Context: an optimization exercise on an open-source flow, tuned for small area. The choices shown serve that exercise and are no tape-out recipe.
In this exercise RTL edits were held to simulation tests only and were not proved equivalent to the original.
In every run shown here, the design's own scripts or RTL, not TritonCTS, make the clock network.
The clock input has no modelled driver; a real chip could not lean on it and would need a root buffer or a full tree.
Power figures rest on the tool's default switching activity, not on a simulated workload.

--- flow/flow/run.sh ---
#!/bin/bash
# Own layout flow: the standard ORFS flow (standard.sh) with these changes:
#  - synthesis: the standard script, but the combinational logic is mapped by
#    the best of several area-oriented ABC scripts (flow/synth.tcl), and no
#    half/full adder cells are extracted (ABC maps that logic too);
#  - every port still gets a buffer, but the smallest one (buf_1);
#  - clock tree: ORFS's CTS runs (no dummy loads), then flow/post_cts.tcl
#    replaces its tree by 3 clock buffers, each driving one third of the
#    flops (split by x), all driven straight from the clock port.
# make's full output goes to flow.log in the work folder; ORFS keeps each
# step's own log under orfs/logs/.
set -euo pipefail
cd "$(dirname "$0")/.."
bash standard.sh \
  SYNTH_SCRIPT="$PWD/flow/synth.tcl" \
  ADDER_MAP_FILE= \
  "BUFFER_PORTS_ARGS=-buffer_cell sky130_fd_sc_hd__buf_1" \
  "CTS_ARGS=-sink_clustering_enable -repair_clock_nets -dont_use_dummy_load -sink_clustering_size 20 -sink_clustering_max_diameter 60 -buf_list sky130_fd_sc_hd__clkbuf_4 -root_buf sky130_fd_sc_hd__clkbuf_4 -tree_buf sky130_fd_sc_hd__clkbuf_4" \
  "POST_CTS_TCL=$PWD/flow/post_cts.tcl" \
  finish > flow.log 2>&1
--- flow/flow/abc1.script ---
&get -n
&st
&synch2
&nf -R 1000
&put
mfs2
strash
dch -f
amap
mfs2
strash
&get -n
&st
&dch -f
&nf -R 1000
&put
topo
--- flow/flow/abc10.script ---
strash
dc2
&get -n
&st
&dch -f
&nf -R 1000
&put
mfs2
strash
dc2
&get -n
&st
&dch -f
&nf -R 1000
&put
mfs2
strash
dc2
&get -n
&st
&dch -f
&nf -R 1000
&put
mfs2
strash
&get -n
&st
&synch2
&nf -R 1000
&put
topo
--- flow/flow/abc11.script ---
strash
ifraig
&get -n
&st
&dch
&nf -R 500 -E 50
&put
mfs2
strash
dc2
&get -n
&st
&dch -f
&nf -R 1000
&put
mfs2
strash
dc2
&get -n
&st
&dch
&nf -R 500 -E 50
&put
topo
--- flow/flow/abc12.script ---
&get -n
&st
&deepsyn -I 4 -T 60
&nf -R 1000
&put
mfs2
strash
&get -n
&st
&dch -f
&nf -R 1000
&put
topo
--- flow/flow/abc13.script ---
&get -n
&st
&deepsyn -I 2 -T 30
&nf -R 1000
&put
mfs2
strash
&get -n
&st
&dch -f
&nf -R 1000
&put
topo
--- flow/flow/abc14.script ---
strash
ifraig
&get -n
&st
&dch
&nf -R 500 -E 50
&put
strash
&get -n
&st
&dch -f
&nf -R 1000
&put
mfs2
strash
&get -n
&st
&dch -f
&nf -R 1000
&put
topo
--- flow/flow/abc15.script ---
strash
dc2
dch -f
amap
strash
dch
map -a -B 0
strash
&get -n
&st
&dch
&nf -R 500 -E 50
&put
topo
--- flow/flow/abc2.script ---
&get -n
&st
&synch2
&nf -R 1000
&put
mfs2
strash
&get -n
&st
&synch2
&nf -R 1000
&put
mfs2
strash
&get -n
&st
&dch -f
&nf -R 1000
&put
topo
--- flow/flow/abc3.script ---
&get -n
&st
&synch2
&nf -R 1000
&put
mfs2
strash
&get -n
&st
&dch -f
&nf -R 1000
&put
topo
--- flow/flow/abc4.script ---
strash
dc2
dch -f
amap
mfs2
strash
dch -f
amap
topo
--- flow/flow/abc5.script ---
strash
dc2
dch -f
map -a
mfs2
strash
dch -f
map -a
mfs2
strash
dch -f
map -a
topo
--- flow/flow/abc6.script ---
strash
ifraig
scorr -c
dc2
&get -n
&st
&synch2
&nf -R 1000
&put
mfs2
strash
dch -f
amap
mfs2
strash
&get -n
&st
&dch -f
&nf -R 1000
&put
topo
--- flow/flow/abc7.script ---
&get -n
&st
&synch2
&nf -R 2000 -E 100
&put
mfs2 -W 4 -M 5000
strash
dch -f
amap
mfs2 -W 4 -M 5000
strash
&get -n
&st
&dch -f
&nf -R 2000
&put
topo
--- flow/flow/abc8.script ---
strash
dc2
dch -f
map -a
mfs2 -a
strash
dc2
dch -f
map -a
mfs2 -a
strash
dch -f
map -a
topo
--- flow/flow/abc9.script ---
strash
dc2
&get -n
&st
&synch2
&nf -R 1000
&put
mfs2
strash
dch -f
amap
mfs2
strash
&get -n
&st
&dch
&nf -R 500 -E 50
&put
topo
--- flow/flow/post_cts.tcl ---
set margin_ns 0.115
set sizes {sky130_fd_sc_hd__clkbuf_4 sky130_fd_sc_hd__clkbuf_8 sky130_fd_sc_hd__clkbuf_16}

set block [ord::get_db_block]
set db [ord::get_db]
set clk_net [[$block findBTerm clk] getNet]

# the clock sinks: flop clock pins reached through the CTS buffers
proc clock_sinks {net} {
  set sinks {}
  set bufs {}
  foreach it [$net getITerms] {
    if {[$it isOutputSignal]} continue
    set inst [$it getInst]
    set m [[$inst getMaster] getName]
    if {[string match *clkbuf* $m] || [string match *clkinv* $m]} {
      lappend bufs $inst
      foreach ot [$inst getITerms] {
        if {[$ot isOutputSignal]} {
          lassign [clock_sinks [$ot getNet]] s b
          set sinks [concat $sinks $s]
          set bufs [concat $bufs $b]
        }
      }
    } else {
      lappend sinks $it
    }
  }
  return [list $sinks $bufs]
}
lassign [clock_sinks $clk_net] sinks bufs
puts "clock tree: [llength $sinks] sinks, [llength $bufs] CTS buffers"
foreach it $sinks {
  set inst [$it getInst]
  if {[string match *clkbuf* [[$inst getMaster] getName]]} { error "unexpected sink" }
}

# remove the CTS buffers and their nets
foreach b $bufs {
  foreach it [$b getITerms] {
    set n [$it getNet]
    if {$n ne "NULL" && [$n getName] ne [$clk_net getName] && [$it isOutputSignal]} {
      foreach s [$n getITerms] { $s disconnect }
      odb::dbNet_destroy $n
    }
  }
  odb::dbInst_destroy $b
}

# split the sinks into 3 equal strips by x
set pts {}
set idx 0
foreach it $sinks {
  set bb [[$it getInst] getBBox]
  lappend pts [list [expr {([$bb xMin] + [$bb xMax]) / 2.0}] [expr {([$bb yMin] + [$bb yMax]) / 2.0}] $idx]
  incr idx
}
set groups {}
set s [lsort -real -index 0 $pts]
set n [llength $s]
for {set k 0} {$k < 3} {incr k} {
  lappend groups [lrange $s [expr {$k * $n / 3}] [expr {($k + 1) * $n / 3 - 1}]]
}
set nclusters [llength $groups]
set assign [lrepeat [llength $sinks] 0]
set cent {}
set k 0
foreach g $groups {
  set sx 0.0; set sy 0.0
  foreach p $g {
    lset assign [lindex $p 2] $k
    set sx [expr {$sx + [lindex $p 0]}]; set sy [expr {$sy + [lindex $p 1]}]
  }
  lappend cent [list [expr {$sx / [llength $g]}] [expr {$sy / [llength $g]}]]
  incr k
}

# one buffer per cluster, at the cluster's centre
set cbufs {}
for {set k 0} {$k < $nclusters} {incr k} {
  set master [$db findMaster [lindex $sizes 0]]
  set inst [odb::dbInst_create $block $master "clkbuf_l_$k"]
  set net [odb::dbNet_create $block "clknet_l_$k"]
  $net setSigType CLOCK
  [$inst findITerm A] connect $clk_net
  [$inst findITerm X] connect $net
  foreach it $sinks a $assign {
    if {$a == $k} { $it connect $net }
  }
  set c [lindex $cent $k]
  $inst setLocation [expr {int([lindex $c 0])}] [expr {int([lindex $c 1])}]
  $inst setPlacementStatus PLACED
  lappend cbufs $inst
}
detailed_placement

for {set pass 0} {$pass < 4} {incr pass} {
  estimate_parasitics -placement
  set changed 0
  foreach inst $cbufs {
    set name [$inst getName]
    set m [[$inst getMaster] getName]
    set y [get_pins $name/X]
    set s [expr {max([get_property $y slew_max_rise], [get_property $y slew_max_fall])}]
    puts "clock buffer $name $m slew $s"
    set i [lsearch -exact $sizes $m]
    if {$s > $margin_ns && $i < [llength $sizes] - 1} {
      replace_cell $name [lindex $sizes [expr {$i + 1}]]
      set changed 1
    }
  }
  if {!$changed} break
  detailed_placement
}
check_placement -verbose
--- flow/flow/synth.tcl ---
# The standard synthesis (synth_recipe.tcl, sourced unchanged below) with
# one change: its single ABC mapping run is replaced by runs of several
# area-oriented ABC scripts on the same design, keeping the smallest result.
# Registers are mapped before ABC runs, so they are the standard ones.
set flow_dir [file dirname [file normalize [info script]]]
set ::my_abc_scripts [lsort [glob -directory $flow_dir abc*.script]]

proc my_area {} {
  set libs {}
  foreach lib $::env(LIB_FILES) { lappend libs -liberty $lib }
  set s [tee -q -s result.string stat {*}$libs]
  if {[regexp {Chip area for module '\\top': ([0-9.]+)} $s -> a]} { return $a }
  if {[regexp {Chip area[^:]*: ([0-9.]+)} $s -> a]} { return $a }
  return 1e18
}

proc abc {args} {
  set i [lsearch -exact $args -script]
  design -save my_pre_abc
  set best ""
  set best_area 1e18
  foreach s $::my_abc_scripts {
    design -load my_pre_abc
    set a $args
    lset a [expr {$i + 1}] $s
    if {[catch {yosys abc {*}$a} err]} { puts "ABC script $s failed: $err"; continue }
    if {[catch {yosys check -assert} err]} { puts "ABC script $s left unmapped cells"; continue }
    set area [my_area]
    puts "ABC script [file tail $s]: area $area"
    if {$area < $best_area} {
      set best_area $area
      set best $s
      design -save my_best_abc
    }
  }
  puts "ABC script chosen: [file tail $best] (area $best_area)"
  design -load my_best_abc
}

source [file join [file dirname $flow_dir] synth_recipe.tcl]
--- flow/standard.sh ---
#!/bin/bash
# synth_recipe.tcl (not shown) runs the flow's synth.tcl, then flattens the netlist and writes it again
# the make line also repeats each setting of config.mk as NAME=value (left out here)
make -C /OpenROAD-flow-scripts/flow DESIGN_CONFIG=/design/flow/config.mk WORK_HOME=/design/flow/orfs CLKGATE_MAP_FILE= SYNTH_SCRIPT=/design/flow/synth_recipe.tcl "${@:-finish}"
--- flow/config.mk ---
export PLATFORM = sky130hd
export DESIGN_NAME = top
export DESIGN_NICKNAME = top
export VERILOG_FILES = /design/flow/design.v
export SDC_FILE = /design/flow/constraint.sdc
export NUM_CORES = 4
export LEC_CHECK = 0
export CAP_MARGIN = 20
export CORE_MARGIN = 2
export CORE_UTILIZATION = 40
export SLEW_MARGIN = 20
--- flow/constraint.sdc ---
create_clock -name core_clock -period 10.0 [get_ports {clk}]
set_input_delay 2.0000 -clock core_clock [delete_from_list [all_inputs] [get_ports {clk}]]
set_output_delay 2.0000 -clock core_clock [all_outputs]
set_load 0.01 [all_outputs]
--- flow/design.v ---
module top (
    input  logic clk,
    input  logic rst,
    input  logic start_i,
    input  logic stop_i,
    input  logic split_i,
    output logic[7:0] dec_cat,
    output logic[7:0] an
);
    logic [2:0] noisy;
    logic [2:0] smp, clean;
    logic [3:0] cnt [3];
    assign noisy = {split_i, stop_i, start_i};
    genvar g;
    generate
        for (g = 0; g < 3; g++) begin : deb
            always_ff @(posedge clk)
                smp[g] <= noisy[g];
            always_ff @(posedge clk) begin
                if (rst || (noisy[g] == smp[g] && &cnt[g]))
                    clean[g] <= noisy[g];
                if (rst || noisy[g] != smp[g])
                    cnt[g] <= 4'd0;
                else if (!(&cnt[g]))
                    cnt[g] <= cnt[g] + 4'd1;
            end
        end
    endgenerate
    logic [1:0] bst [3];
    logic [2:0] press;
    generate
        for (g = 0; g < 3; g++) begin : btn
            always_ff @(posedge clk) begin
                if (rst)
                    bst[g] <= 2'b00;
                else begin
                    bst[g][0] <= !bst[g][1] && (bst[g][0] || clean[g]);
                    bst[g][1] <= bst[g][0] && (bst[g][1] || !clean[g]);
                end
            end
            assign press[g] = bst[g][1] && !bst[g][0];
        end
    endgenerate
    logic run, split;
    always_ff @(posedge clk or posedge rst) begin
        if (rst)
            split <= 1'b0;
        else if (run && press[2])
            split <= !split;
    end
    always_ff @(posedge clk) begin
        if (rst)
            run <= 1'b0;
        else if (!run)
            run <= press[0];
        else if (!split && !press[2] && press[1])
            run <= 1'b0;
    end
    logic [1:0] ph;
    logic       scan_go;
    logic [5:0] c61;
    logic [1:0] k4;
    logic       blink;
    logic       tick;
    assign tick  = !ph[0];
    assign k4    = ph - c61[1:0];
    assign blink = k4[1] ^ k4[0];
    always_ff @(posedge clk) begin
        if (rst) begin
            ph      <= 2'd0;
            scan_go <= 1'b0;
            c61     <= 6'd0;
        end else begin
            ph      <= ph + 2'd1;
            scan_go <= (ph == 2'd3);
            c61     <= (&c61[5:2]) ? 6'd0 : c61 + 6'd1;
        end
    end
    logic [3:0] pre;
    logic       carry;
    assign carry = pre[3] & pre[1];
    always_ff @(posedge clk) begin
        if (rst)
            pre <= 4'd0;
        else if (tick && run)
            pre <= carry ? 4'd1 : pre + 4'd1;
    end
    logic [3:0] cs0, cs1, s0, m0, h0, h1;
    logic [2:0] s1, m1;
    logic e0, e1, e2, e3, e4, e5, e6, e7;
    function automatic logic [3:0] inc10(input logic [3:0] d);
        inc10[0] = !d[0];
        inc10[1] = (d[1] ^ d[0]) & !d[3];
        inc10[2] = d[2] ^ (d[1] & d[0]);
        inc10[3] = d[3] ? !d[0] : (d[2] & d[1] & d[0]);
    endfunction
    function automatic logic [2:0] inc6(input logic [2:0] d);
        inc6[0] = !d[0];
        inc6[1] = (d[1] ^ d[0]) & !d[2];
        inc6[2] = d[2] ? !d[0] : (d[1] & d[0]);
    endfunction
    assign e0 = tick && carry;
    assign e1 = e0 && cs0[3] && cs0[0];
    assign e2 = e1 && cs1[3] && cs1[0];
    assign e3 = e2 && s0[3]  && s0[0];
    assign e4 = e3 && s1[2]  && s1[0];
    assign e5 = e4 && m0[3]  && m0[0];
    assign e6 = e5 && m1[2]  && m1[0];
    assign e7 = e6 && h0[3]  && h0[0];
    always_ff @(posedge clk) begin
        if (rst) begin
            cs0 <= '0; cs1 <= '0; s0 <= '0; s1 <= '0;
            m0  <= '0; m1  <= '0; h0 <= '0; h1 <= '0;
        end else begin
            if (e0) cs0 <= inc10(cs0);
            if (e1) cs1 <= inc10(cs1);
            if (e2) s0  <= inc10(s0);
            if (e3) s1  <= inc6(s1);
            if (e4) m0  <= inc10(m0);
            if (e5) m1  <= inc6(m1);
            if (e6) h0  <= inc10(h0);
            if (e7) h1  <= inc10(h1);
        end
    end
    logic [3:0] dcs0, dcs1, ds0, dm0, dh0, dh1;
    logic [2:0] ds1, dm1;
    always_ff @(posedge clk or posedge rst) begin
        if (rst)
            dh1 <= '0;
        else if (tick && !split)
            dh1 <= h1;
    end
    always_ff @(posedge clk) begin
        if (tick && !split) begin
            dcs0 <= cs0; dcs1 <= cs1; ds0 <= s0; ds1 <= s1;
            dm0  <= m0;  dm1  <= m1;  dh0 <= h0;
        end
    end
    logic [2:0] sel;
    always_ff @(posedge clk or posedge rst) begin
        if (rst)
            sel <= 3'd0;
        else if (scan_go)
            sel <= sel + 3'd1;
    end
    logic       lit;
    logic [3:0] digit;
    logic [6:0] seg;
    assign lit = !split || blink;
    always_comb begin
        case (sel)
            3'd0:    digit = dh1;
            3'd1:    digit = dh0;
            3'd2:    digit = {1'b0, dm1};
            3'd3:    digit = dm0;
            3'd4:    digit = {1'b0, ds1};
            3'd5:    digit = ds0;
            3'd6:    digit = dcs1;
            default: digit = dcs0;
        endcase
    end
    logic A, B, C, D;
    assign {A, B, C, D} = digit;
    assign seg = ~{A | (B ^ C) | (C & !D),
                   A | (!C & !D) | (B & !C) | (B & !D),
                   (!B & !D) | (C & !D),
                   A | (!B & !D) | (!B & C) | (C & !D) | (B & !C & D),
                   B | !C | D,
                   !B | !(C ^ D),
                   A | C | !(B ^ D)};
    assign dec_cat = {seg, !(lit && sel[0] && sel != 3'd7)};
    assign an      = lit ? ~(8'b1000_0000 >> sel) : 8'hFF;
endmodule
==> flow_summary.toml, run 1 <==
[placed_design]
numPortBuffers = 20
dp.cells = 471
hpwl_um = 4500
routabilityCongestion = 0.838

[routing]
via_per_inst = 5.41
drtPass1Iterations = 6
drc_errors = 0
vias = 2562
final_antenna_net_count = 0
routedWlPerCell_um = 13.5
initialDrtViolationCount = 146
drt-total-wl_um = 6420

[finish]
drive_gt1_share_pct = 1.65
multi_input_area_sq_um = 1300
final_nets = 370
area_growth_pct = 8.32
fillCellCount = 854
seq_area_sq_um = 2370
n_antenna_cell = 0
fin_cells = 474

[floorplan]
die_area_sq_um = 9990
start_util_pct = 40.6
rows = 35
die_h_um = 100
die_w_um = 100
core_area_sq_um = 9060
io_pins = 21

[logic_synthesis]
synth_cell_types = 31
synthTopCellsByArea = "dfxtp_1 (35%), edfxtp_1 (24%), a21oi_1 (5.4%)"
synthAdderAreaFrac_pct = 0
yosysTopAreaCell = "dfxtp_1"
synth_xor_area_share_pct = 2.62
muxShareOfSynthArea_pct = 1.49
ys_ff_latch = 102
avgSynthCellArea_sq_um = 10.9
yosys_warnings = 3
yosysSeqAreaShare_pct = 64.4
synth_top_family_by_area = "simple AND/OR/NAND/NOR gates"
netlist_area_sq_um = 3680
synth-simple-area-share_pct = 15.9
synth_fp_nets = 343
synth-compound-area-share_pct = 15.2
synth_top_cell_area_share_pct = 35.3
syn_inst = 338

[job]
max_cap_viol_count = 0

[sta]
final.setup.tns_ps = 0
setup_viol = 0
period_share_pct = 45.5
finalClockSkew_ps = 7.34
worst_slew_pin_slew_ps = 788
grt_setup_unrepaired = "false"
relSlewSlack_pct = 47.1
min_period_ps = 4550
drv_slew = 0
fmax_mhz = 220
finalHoldViolCount = 0

[grt]
overflow = 0
grtUsageTotal_pct = 13.2
grt_pass1_vias = 2250
grt_antenna_before_repair = 0
grt_pass1_wl_um = 10800
grt_start_max_net_pins = 38

[clocking]
clock_latency_ps = 180
clock_sinks = 102
clk_transition_reported_paths_ps = 120

[setup_path]
r2r_start = "pre[1]"
worst_setup_path_start_kind = "register"
startpoint = "sel[1]"
worst_setup_path_end_kind = "output pin"
r2r_slack_ps = 6070
arrival_ps = 2550
worstRegToRegCells = 13
crit_type = "reg -> out"
worst_r2r_endpoint = "h1[3]"
path_max_fanout = 9
cp.required_ps = 8000

[status]
status = "finished clean"

[min_path]
min_path_cells = 1
min_to = "bst[1][0]"
hp-class = "reg -> reg"
worstHoldStart = "bst[1][1]"

[power_and_ir_drop]
powerDensity_nw_per_um2 = 215
leakagePower_nw = 1.46
power_w = 0.000857
vdd_drop_max_v = 0.0000973
## final cells by class
class	count	area share, %
buffer	3	1.88
inverter	4	0.376
multi-input combinational	232	32.5
sequential	102	59.5
tap	111	3.48
timing repair buffer	22	2.26
## synth_stat cells
cell type  instances
dfxtp_1           65
a21oi_1           40
nor2_1            37
edfxtp_1          29
nand2_1           24
nor3_1            22
o21ai_0           21
and3_1            18
dfrtp_1            8
nand3_1            8
nor2b_1            8
xnor2_1            7
a2111oi_0          5
a222oi_1           5
a31oi_1            5
a211oi_1           4
and2_0             4
clkinv_1           4
mux2_1             4
xor2_1             4
a22oi_1            3
a311oi_1           2
o22ai_1            2
or2_0              2
a221oi_1           1
a41o_1             1
mux2i_1            1
nand2b_1           1
o211a_1            1
o21a_1             1
o21ba_1            1
## critical path: stages, from the launching register on
cell	delay [ps]
dfrtp_1	450
nor2b_1	530
a222oi_1	210
and3_1	230
a21oi_1	230
or2_0	220
nor2b_1	190
nor2_1	60
nor2_1	90
buf_1	160
## cell families (layout without fill, tap and decap cells)
kind of cell    Yosys count  after routing
flops                   102            102
xor+xnor                 11             11
mux                       5              5
compound gates           92             92
buf+inv                   4             29
simple gates            124            124
## power breakdown
part / total (W) / internal (W) / switching (W)
clock: 0.000153 / 0.0000562 / 0.0000968
combinational: 0.000212 / 0.0000767 / 0.000136
sequential: 0.000492 / 0.000463 / 0.0000292
## how the worst max path moves through the flow
stage,to,slack [ps],depth (start not counted)
detailed placement,dec_cat[6],5690,9
global route,dec_cat[6],5080,9
floorplan,dec_cat[2],6080,7
global placement,dec_cat[6],5830,9
finish,dec_cat[6],5450,9
## metrics by stage
| step | area, sq um | hold WS (ps) | setup slack [ps] | util (%) |
|---|---|---|---|---|
| global placement | 3920 | 417 | 5830 | 43.2 |
| global route | 3990 | 475 | 5080 | 44.0 |
| finish | 3990 | 448 | 5450 | 44.0 |
| floorplan | 3680 | 406 | 6080 | - |
| detailed placement | 3920 | 433 | 5690 | 43.2 |
## metal layers
layer  part of all wire (%)  global-route usage, %
met2                     45                   21.5
met5                      0                      0
met1                     49                   18.3
met4                    1.7                   3.48
met3                    4.0                   2.44
## registers in the layout, summed over array words and instances, names as in the netlist, 4 cells and up
name,flops
dm0,4
cs1,4
bst,6
h1,4
cs0,4
dh1,4
s0,4
dcs1,4
h0,4
dh0,4
ds0,4
m0,4
cnt,12
c61,6
dcs0,4
pre,4
## cells in the final DEF (no fill, tap or decap), types with 7 or more instances in the layout
master / Yosys / routed
dfrtp_1: 8 / 8
nor2b_1: 8 / 8
buf_1: 0 / 20
nor3_1: 22 / 22
edfxtp_1: 29 / 29
o21ai_0: 21 / 21
dfxtp_1: 65 / 65
and3_1: 18 / 18
a21oi_1: 40 / 40
nand2_1: 24 / 24
xnor2_1: 7 / 7
nor2_1: 37 / 36
nand3_1: 8 / 8
==> run 2: changes to the inputs <==
--- a/flow/design.v
+++ b/flow/design.v
@@ -149,14 +149,8 @@
     assign lit = !split || blink;
-    always_comb begin
-        case (sel)
-            3'd0:    digit = dh1;
-            3'd1:    digit = dh0;
-            3'd2:    digit = {1'b0, dm1};
-            3'd3:    digit = dm0;
-            3'd4:    digit = {1'b0, ds1};
-            3'd5:    digit = ds0;
-            3'd6:    digit = dcs1;
-            default: digit = dcs0;
-        endcase
-    end
+    logic [7:0] oh;
+    assign oh = 8'b1000_0000 >> sel;
+    assign digit = ({4{oh[7]}} & dh1)         | ({4{oh[6]}} & dh0) |
+                   ({4{oh[5]}} & {1'b0, dm1}) | ({4{oh[4]}} & dm0) |
+                   ({4{oh[3]}} & {1'b0, ds1}) | ({4{oh[2]}} & ds0) |
+                   ({4{oh[1]}} & dcs1)        | ({4{oh[0]}} & dcs0);
     logic A, B, C, D;
@@ -170,4 +164,4 @@
                    A | C | !(B ^ D)};
-    assign dec_cat = {seg, !(lit && sel[0] && sel != 3'd7)};
-    assign an      = lit ? ~(8'b1000_0000 >> sel) : 8'hFF;
+    assign dec_cat = {seg, !(lit && (oh[6] || oh[4] || oh[2]))};
+    assign an      = ~({8{lit}} & oh);
 endmodule
--- a/flow/flow/run.sh
+++ b/flow/flow/run.sh
@@ -6,5 +6,3 @@
 #  - every port still gets a buffer, but the smallest one (buf_1);
-#  - clock tree: ORFS's CTS runs (no dummy loads), then flow/post_cts.tcl
-#    replaces its tree by 3 clock buffers, each driving one third of the
-#    flops (split by x), all driven straight from the clock port.
+#  - clock tree: no dummy loads, small clock buffers.
 # make's full output goes to flow.log in the work folder; ORFS keeps each
==> run 2 against run 1 <==
Compared with the run above: critical path type unchanged; global-route usage up 0.23 points; first-iteration DRC count grew 18%; power down 0.85%; synthesized cell count is the same; worst setup slack lost 130 ps.
==> flow_summary.toml, run 2 <==
[status]
status = "finished clean"

[placed_design]
hpwl_um = 4530
routabilityCongestion = 0.809
dp.cells = 471
numPortBuffers = 20

[grt]
grt_pass1_wl_um = 11000
grt_start_max_net_pins = 39
overflow = 0
grt_antenna_before_repair = 0
grtUsageTotal_pct = 13.5
grt_pass1_vias = 2241

[floorplan]
core_area_sq_um = 9110
io_pins = 21
start_util_pct = 40.5
die_h_um = 100
die_w_um = 100
rows = 35
die_area_sq_um = 10000

[sta]
finalHoldViolCount = 0
period_share_pct = 46.8
relSlewSlack_pct = 47.3
drv_slew = 0
final.setup.tns_ps = 0
finalClockSkew_ps = 8.11
worst_slew_pin_slew_ps = 785
hold_slack_ps = 451
grt_setup_unrepaired = "false"
fmax_mhz = 214
min_period_ps = 4680
setup_viol = 0

[logic_synthesis]
yosysSeqAreaShare_pct = 64.2
synth_most_common_cell = "dfxtp_1"
avgSynthCellArea_sq_um = 10.9
synth_edf_count = 29
synth_fp_nets = 343
synthTopCellsByCount = "dfxtp_1 (65), a21oi_1 (40), nor2_1 (37)"
ys_ff_latch = 102
synth_cell_types = 34
yosysTopAreaCell = "dfxtp_1"
synth_top_cell_area_share_pct = 35.2
netlist_area_sq_um = 3690
syn_inst = 338
synthTopCellsByArea = "dfxtp_1 (35%), edfxtp_1 (24%), a21oi_1 (5.4%)"
yosys_warnings = 3
synthFlopType = "dfxtp_1"
synthArstFlopShare_pct = 7.84

[finish]
area_growth_pct = 8.30
drive_gt1_share_pct = 1.65
fin_cells = 474
final_nets = 370
largest_reg_flops = 12
final_common_cell = "dfxtp_1"
n_antenna_cell = 0
reg.largest.list = "cnt x12, bst x6, c61 x6"
layout_common_cells = "dfxtp_1 (65), a21oi_1 (40), nor2_1 (36)"
top_register = "cnt"

[routing]
vias = 2503
routedWlPerCell_um = 13.4
drc_errors = 0
final_antenna_net_count = 0
initialDrtViolationCount = 172
via_per_inst = 5.28
drtPass1Iterations = 4
drt-total-wl_um = 6360

[clocking]
clock_latency_ps = 180
clk_transition_reported_paths_ps = 120
clock_sinks = 102

[setup_path]
arrival_ps = 2680
worst_setup_path_end_kind = "output pin"
r2r_slack_ps = 6140
crit_type = "reg -> out"
worst_setup_path_start_kind = "register"
path_max_fanout = 9
cp.required_ps = 8000

[job]
max_cap_viol_count = 0

[power_and_ir_drop]
powerDensity_nw_per_um2 = 213
vdd_drop_max_v = 0.0000996
leakagePower_nw = 1.47

[min_path]
hp-class = "reg -> reg"
## run 2: through the flow
| stage | total power [W] | utilization, % | worst slack (ps) | cell area (sq um) |
|---|---|---|---|---|
| after floorplan | 0.000636 | - | 5920 | 3690 |
| after global placement | 0.000698 | 43.1 | 5690 | 3920 |
| after detailed placement | 0.000706 | 43.1 | 5560 | 3920 |
| after global routing | 0.000907 | 43.9 | 4990 | 4000 |
| final | 0.000850 | 43.9 | 5320 | 4000 |
## run 2: layout make-up
class / count / area [sq um]
fill: 876 / 5110
sequential: 102 / 2370
multi-input combinational: 231 / 1300
tap: 111 / 139
timing repair buffer: 22 / 90.1
buffer: 3 / 75.1
inverter: 5 / 18.8
## run 2: final timing paths
path	start	depth (start not counted)	to
max	sel[1]	8	dec_cat[7]
min	bst[2][1]	1	bst[2][0]
max reg2reg	ph[0]	12	h1[3]
min reg2reg	bst[2][1]	1	bst[2][0]
max in group asynchronous	rst	3	dh1[3]
min in group asynchronous	rst	3	sel[1]
## run 2: cell families (layout without fill, tap and decap cells)
logic type | count (synthesis) | in the layout | share of synthesized area (%)
AOI/OAI and AO/OA | 89 | 89 | 14.8
xor gates and xnor gates | 13 | 13 | 3.08
and+or+nand+nor | 124 | 124 | 15.8
muxes | 5 | 5 | 1.49
buffers and inverters | 5 | 30 | 0.508
DFF | 102 | 102 | 64.2
## run 2: metal layers
layer | wire length (um) | up-vias | GRT usage (%) | share of wire (%)
met1 | 3130 | 1175 | 19.6 | 49
met4 | 45 | 0 | 2.21 | 0.71
met3 | 195 | 5 | 2.30 | 3.1
li1 | - | 1291 | - | -
met2 | 2980 | 32 | 21.6 | 47
met5 | 0 | - | 0 | 0
## run 2: where the power goes
| group | leakage (nW) | switching [W] | internal, W |
|---|---|---|---|
| clock network | 0.0370 | 0.0000985 | 0.0000563 |
| logic | 0.496 | 0.000133 | 0.0000717 |
| registers | 0.933 | 0.0000282 | 0.000462 |
## run 2: worst max-delay path, stage by stage (launching register included)
cell	delay, ps
dfrtp_1	440
nor2b_1	510
a222oi_1	210
and3_1	230
a21oi_1	270
nor2b_1	310
a21oi_1	110
a211oi_1	240
buf_1	170
==> run 3: changes to the inputs <==
--- a/flow/design.v
+++ b/flow/design.v
@@ -32,3 +32,3 @@
         for (g = 0; g < 3; g++) begin : btn
-            always_ff @(posedge clk) begin
+            always_ff @(posedge clk or posedge rst) begin
                 if (rst)
@@ -45,13 +45,12 @@
     always_ff @(posedge clk or posedge rst) begin
-        if (rst)
+        if (rst) begin
+            run   <= 1'b0;
             split <= 1'b0;
-        else if (run && press[2])
-            split <= !split;
-    end
-    always_ff @(posedge clk) begin
-        if (rst)
-            run <= 1'b0;
-        else if (!run)
-            run <= press[0];
-        else if (!split && !press[2] && press[1])
+        end else if (!run) begin
+            if (press[0]) run <= 1'b1;
+        end else if (split) begin
+            if (press[2]) split <= 1'b0;
+        end else if (press[2])
+            split <= 1'b1;
+        else if (press[1])
             run <= 1'b0;
@@ -67,3 +66,3 @@
     assign blink = k4[1] ^ k4[0];
-    always_ff @(posedge clk) begin
+    always_ff @(posedge clk or posedge rst) begin
         if (rst) begin
@@ -75,3 +74,3 @@
             scan_go <= (ph == 2'd3);
-            c61     <= (&c61[5:2]) ? 6'd0 : c61 + 6'd1;
+            c61     <= (c61 == 6'd60) ? 6'd0 : c61 + 6'd1;
         end
@@ -81,3 +80,3 @@
     assign carry = pre[3] & pre[1];
-    always_ff @(posedge clk) begin
+    always_ff @(posedge clk or posedge rst) begin
         if (rst)
@@ -109,3 +108,3 @@
     assign e7 = e6 && h0[3]  && h0[0];
-    always_ff @(posedge clk) begin
+    always_ff @(posedge clk or posedge rst) begin
         if (rst) begin
@@ -127,11 +126,8 @@
     always_ff @(posedge clk or posedge rst) begin
-        if (rst)
-            dh1 <= '0;
-        else if (tick && !split)
-            dh1 <= h1;
-    end
-    always_ff @(posedge clk) begin
-        if (tick && !split) begin
+        if (rst) begin
+            dcs0 <= '0; dcs1 <= '0; ds0 <= '0; ds1 <= '0;
+            dm0  <= '0; dm1  <= '0; dh0 <= '0; dh1 <= '0;
+        end else if (tick && !split) begin
             dcs0 <= cs0; dcs1 <= cs1; ds0 <= s0; ds1 <= s1;
-            dm0  <= m0;  dm1  <= m1;  dh0 <= h0;
+            dm0  <= m0;  dm1  <= m1;  dh0 <= h0; dh1 <= h1;
         end
@@ -149,8 +145,14 @@
     assign lit = !split || blink;
-    logic [7:0] oh;
-    assign oh = 8'b1000_0000 >> sel;
-    assign digit = ({4{oh[7]}} & dh1)         | ({4{oh[6]}} & dh0) |
-                   ({4{oh[5]}} & {1'b0, dm1}) | ({4{oh[4]}} & dm0) |
-                   ({4{oh[3]}} & {1'b0, ds1}) | ({4{oh[2]}} & ds0) |
-                   ({4{oh[1]}} & dcs1)        | ({4{oh[0]}} & dcs0);
+    always_comb begin
+        case (sel)
+            3'd0:    digit = dh1;
+            3'd1:    digit = dh0;
+            3'd2:    digit = {1'b0, dm1};
+            3'd3:    digit = dm0;
+            3'd4:    digit = {1'b0, ds1};
+            3'd5:    digit = ds0;
+            3'd6:    digit = dcs1;
+            default: digit = dcs0;
+        endcase
+    end
     logic A, B, C, D;
@@ -164,4 +166,4 @@
                    A | C | !(B ^ D)};
-    assign dec_cat = {seg, !(lit && (oh[6] || oh[4] || oh[2]))};
-    assign an      = ~({8{lit}} & oh);
+    assign dec_cat = {seg, !(lit && sel[0] && sel != 3'd7)};
+    assign an      = lit ? ~(8'b1000_0000 >> sel) : 8'hFF;
 endmodule
--- a/flow/flow/post_cts.tcl
+++ b/flow/flow/post_cts.tcl
@@ -1,2 +1,2 @@
-set margin_ns 0.115
+set margin_ns 0.100
 set sizes {sky130_fd_sc_hd__clkbuf_4 sky130_fd_sc_hd__clkbuf_8 sky130_fd_sc_hd__clkbuf_16}
@@ -49,3 +49,3 @@
 
-# split the sinks into 3 equal strips by x
+# split the sinks into 4 equal clusters: halves by x, then each half by y
 set pts {}
@@ -57,7 +57,10 @@
 }
+proc halves {pts axis} {
+  set s [lsort -real -index $axis $pts]
+  set h [expr {[llength $s] / 2}]
+  return [list [lrange $s 0 [expr {$h - 1}]] [lrange $s $h end]]
+}
 set groups {}
-set s [lsort -real -index 0 $pts]
-set n [llength $s]
-for {set k 0} {$k < 3} {incr k} {
-  lappend groups [lrange $s [expr {$k * $n / 3}] [expr {($k + 1) * $n / 3 - 1}]]
+foreach half [halves $pts 0] {
+  foreach q [halves $half 1] { lappend groups $q }
 }
removed: flow/flow/abc12.script
removed: flow/flow/abc13.script
removed: flow/flow/abc14.script
removed: flow/flow/abc15.script
==> run 3 against run 2 <==
Compared with the run above: still clean; first-iteration DRC count shrank 24%; clock power increased by 12%; wire length grew 14%; sequential share of layout area shrank 3.3 points; via count rose by 6.0%; die area increased by 10%.
==> flow_summary.toml, run 3 <==
[floorplan]
die_area_sq_um = 11000
rows = 36
core_area_sq_um = 9860
die_h_um = 105
die_w_um = 105
start_util_pct = 41.5
io_pins = 21

[grt]
gr-usage-met1_pct = 18.9
gr-usage-met3_pct = 3.24
grt_antenna_before_repair = 0
grt_pass1_vias = 2530
grtUsageTotal_pct = 13.8
grt_start_max_net_pins = 59
top_usage_layer = "met2"
grt_pass1_wl_um = 12300
grt.met2_usage_pct = 22.4
overflow = 0

[placed_design]
numPortBuffers = 20
hpwl_um = 5130
routabilityCongestion = 0.801

[power_and_ir_drop]
powerDensity_nw_per_um2 = 166
leakagePower_nw = 2.00
power_w = 0.000740
vdd_drop_max_v = 0.0000876

[setup_path]
worst_setup_path_start_kind = "register"
cp.required_ps = 8000
r2r_slack_ps = 5920
worst_r2r_endpoint = "h1[2]"
worstSetupEndpoint = "dec_cat[1]"
arrival_ps = 2580
startpoint = "sel[0]"
worstRegToRegCells = 13
worst_setup_path_end_kind = "output pin"
crit_type = "reg -> out"
r2r_start = "ph[0]"
path_max_fanout = 12

[clocking]
clock_sinks = 102
clk_transition_reported_paths_ps = 100
clock_latency_ps = 160

[routing]
final_antenna_net_count = 0
drc_errors = 0
routedWlPerCell_um = 14.1
vias = 2652
drtPass1Iterations = 5
drt-total-wl_um = 7240
via_per_inst = 5.18
initialDrtViolationCount = 131

[logic_synthesis]
avgSynthCellArea_sq_um = 11.6
synth_top_cell_area_share_pct = 51.4
yosys_warnings = 3
yosysTopAreaCell = "dfrtp_1"
syn_inst = 353
synth_edf_count = 3
synthArstFlopShare_pct = 82.4
ys_ff_latch = 102
synth_cell_types = 37
synth_most_common_cell = "dfrtp_1"
netlist_area_sq_um = 4090
synthFlopType = "dfrtp_1"
synth_fp_nets = 358
synthTopCellsByArea = "dfrtp_1 (51%), mux2_1 (7.4%), dfxtp_1 (7.3%)"
yosysSeqAreaShare_pct = 61.0
synthTopCellsByCount = "dfrtp_1 (84), nor2_1 (36), a21oi_1 (31)"

[sta]
finalClockSkew_ps = 9.81
relSlewSlack_pct = 51.1
final.setup.tns_ps = 0
finalHoldViolCount = 0
setup_viol = 0
period_share_pct = 45.8
drv_slew = 0
fmax_mhz = 219
min_period_ps = 4580
worst_slew_pin_slew_ps = 734
grt_setup_unrepaired = "false"

[finish]
layout_common_cells = "dfrtp_1 (84), nor2_1 (35), a21oi_1 (31)"
final_nets = 386
reg.largest.list = "cnt x12, bst x6, c61 x6"
fillCellCount = 940
drive_gt1_share_pct = 2.11
final_common_cell = "dfrtp_1"
area_growth_pct = 8.81
top_register = "cnt"
largest_reg_flops = 12
n_antenna_cell = 0

[min_path]
hp-class = "reg -> reg"

[job]
max_cap_viol_count = 0

[status]
status = "finished clean"
[run 3: changes by cell type after synthesis, sizes merged, moves of 11 or more]
cell	before	now
mux2	4	27
nor3	18	7
dfrtp	8	84
and3	18	7
edfxtp	29	3
dfxtp	65	15
[run 3: kinds of logic after synthesis]
group                  count (synthesis)  share of synthesized area, %
XOR/XNOR                              27                          5.78
AO/OA/AOI/OAI                         71                          11.2
multiplexers                          27                          7.44
AND/OR/NAND/NOR                      115                          13.6
flip-flops                           102                          61.0
buffers and inverters                 11                          1.01
[run 3: worst min-delay path by stage]
| stage | end | start | cells after the start |
|---|---|---|---|
| 2_1_floorplan | bst[1][0] | bst[1][1] | 1 |
| 3_3_place_gp | bst[0][0] | bst[0][1] | 1 |
| 3_5_place_dp | bst[0][0] | bst[0][1] | 1 |
| 5_1_grt | bst[1][0] | bst[1][1] | 1 |
| 6_report | bst[0][0] | bst[0][1] | 1 |
[run 3: cell type report]
cell class                      count  area (sq um)  area share (%)
Buffer                              4           100            2.25
Inverter                           11          42.5           0.956
Multi-Input combinational cell    240          1560            35.0
Sequential cell                   102          2490            56.0
Tap cell                          133           166            3.74
Timing Repair Buffer               22          90.1            2.02
[run 3: critical path, stage by stage (launching register included)]
cell and delay (ps):
dfrtp_1 550, nor3b_1 560, a222oi_1 220, nand2_1 100, and3b_1 210, and2_0 200, o21a_1 220, nor3_1 190
buf_1 170
[run 3: metal layers]
metal / up-vias / share of wire [%] / wire, um
li1: 1322 / - / -
met1: 1291 / 50 / 3590
met2: 34 / 47 / 3370
met3: 5 / 2.9 / 207
met4: 0 / 1.0 / 75
met5: - / 0 / 0
[run 3: power breakdown]
| group | total (W) | internal [W] | switching [W] |
|---|---|---|---|
| clock | 0.000173 | 0.0000736 | 0.0000991 |
| sequential | 0.000498 | 0.000460 | 0.0000381 |
| combinational | 0.0000693 | 0.0000310 | 0.0000383 |
| total | 0.000740 | 0.000565 | 0.000175 |
[run 3: per-stage QoR]
stage               area, sq um  hold WS (ps)  setup WS, ps  util [%]  std cells
finish                     4450           434          5420      45.1        512
global route               4450           456          5270      45.1        512
detailed placement         4350           424          5700      44.1        508
global placement           4350           414          5820      44.1        508
floorplan                  4090           410          5200         -        353

[afterwards: timing with drivers on the ports]
Ports are ideal in the flow. The routed layouts listed here were re-timed in OpenROAD. Step 1 sets driving cells, clkbuf_16 on the clock port and buf_2 on the other inputs (assumed; they add their load-dependent delay and slew). Step 2, shift: input delay + t, output delay - t, t = (earliest + latest rising clock arrival at the registers) / 2. This alone moves slack from input paths to output paths. Three values: ideal, step 1, step 2; two values: the first two.
run | t, ns | slack for setup (ns) | hold WS [ns] | clock arrival spread, ns | worst register clock-pin slew, ns
run 1 | 0.233 | 5.449 / 5.389 / 5.623 | 0.448 / 0.448 / 0.448 | 0.009 / 0.009 | 0.12 / 0.12
run 2 | 0.235 | 5.318 / 5.258 / 5.493 | 0.451 / 0.451 / 0.451 | 0.008 / 0.008 | 0.12 / 0.12
run 3 | 0.235 | 5.424 / 5.343 / 5.578 | 0.434 / 0.434 / 0.434 | 0.010 / 0.010 | 0.10 / 0.10
After both steps setup and hold are still met in every run listed.
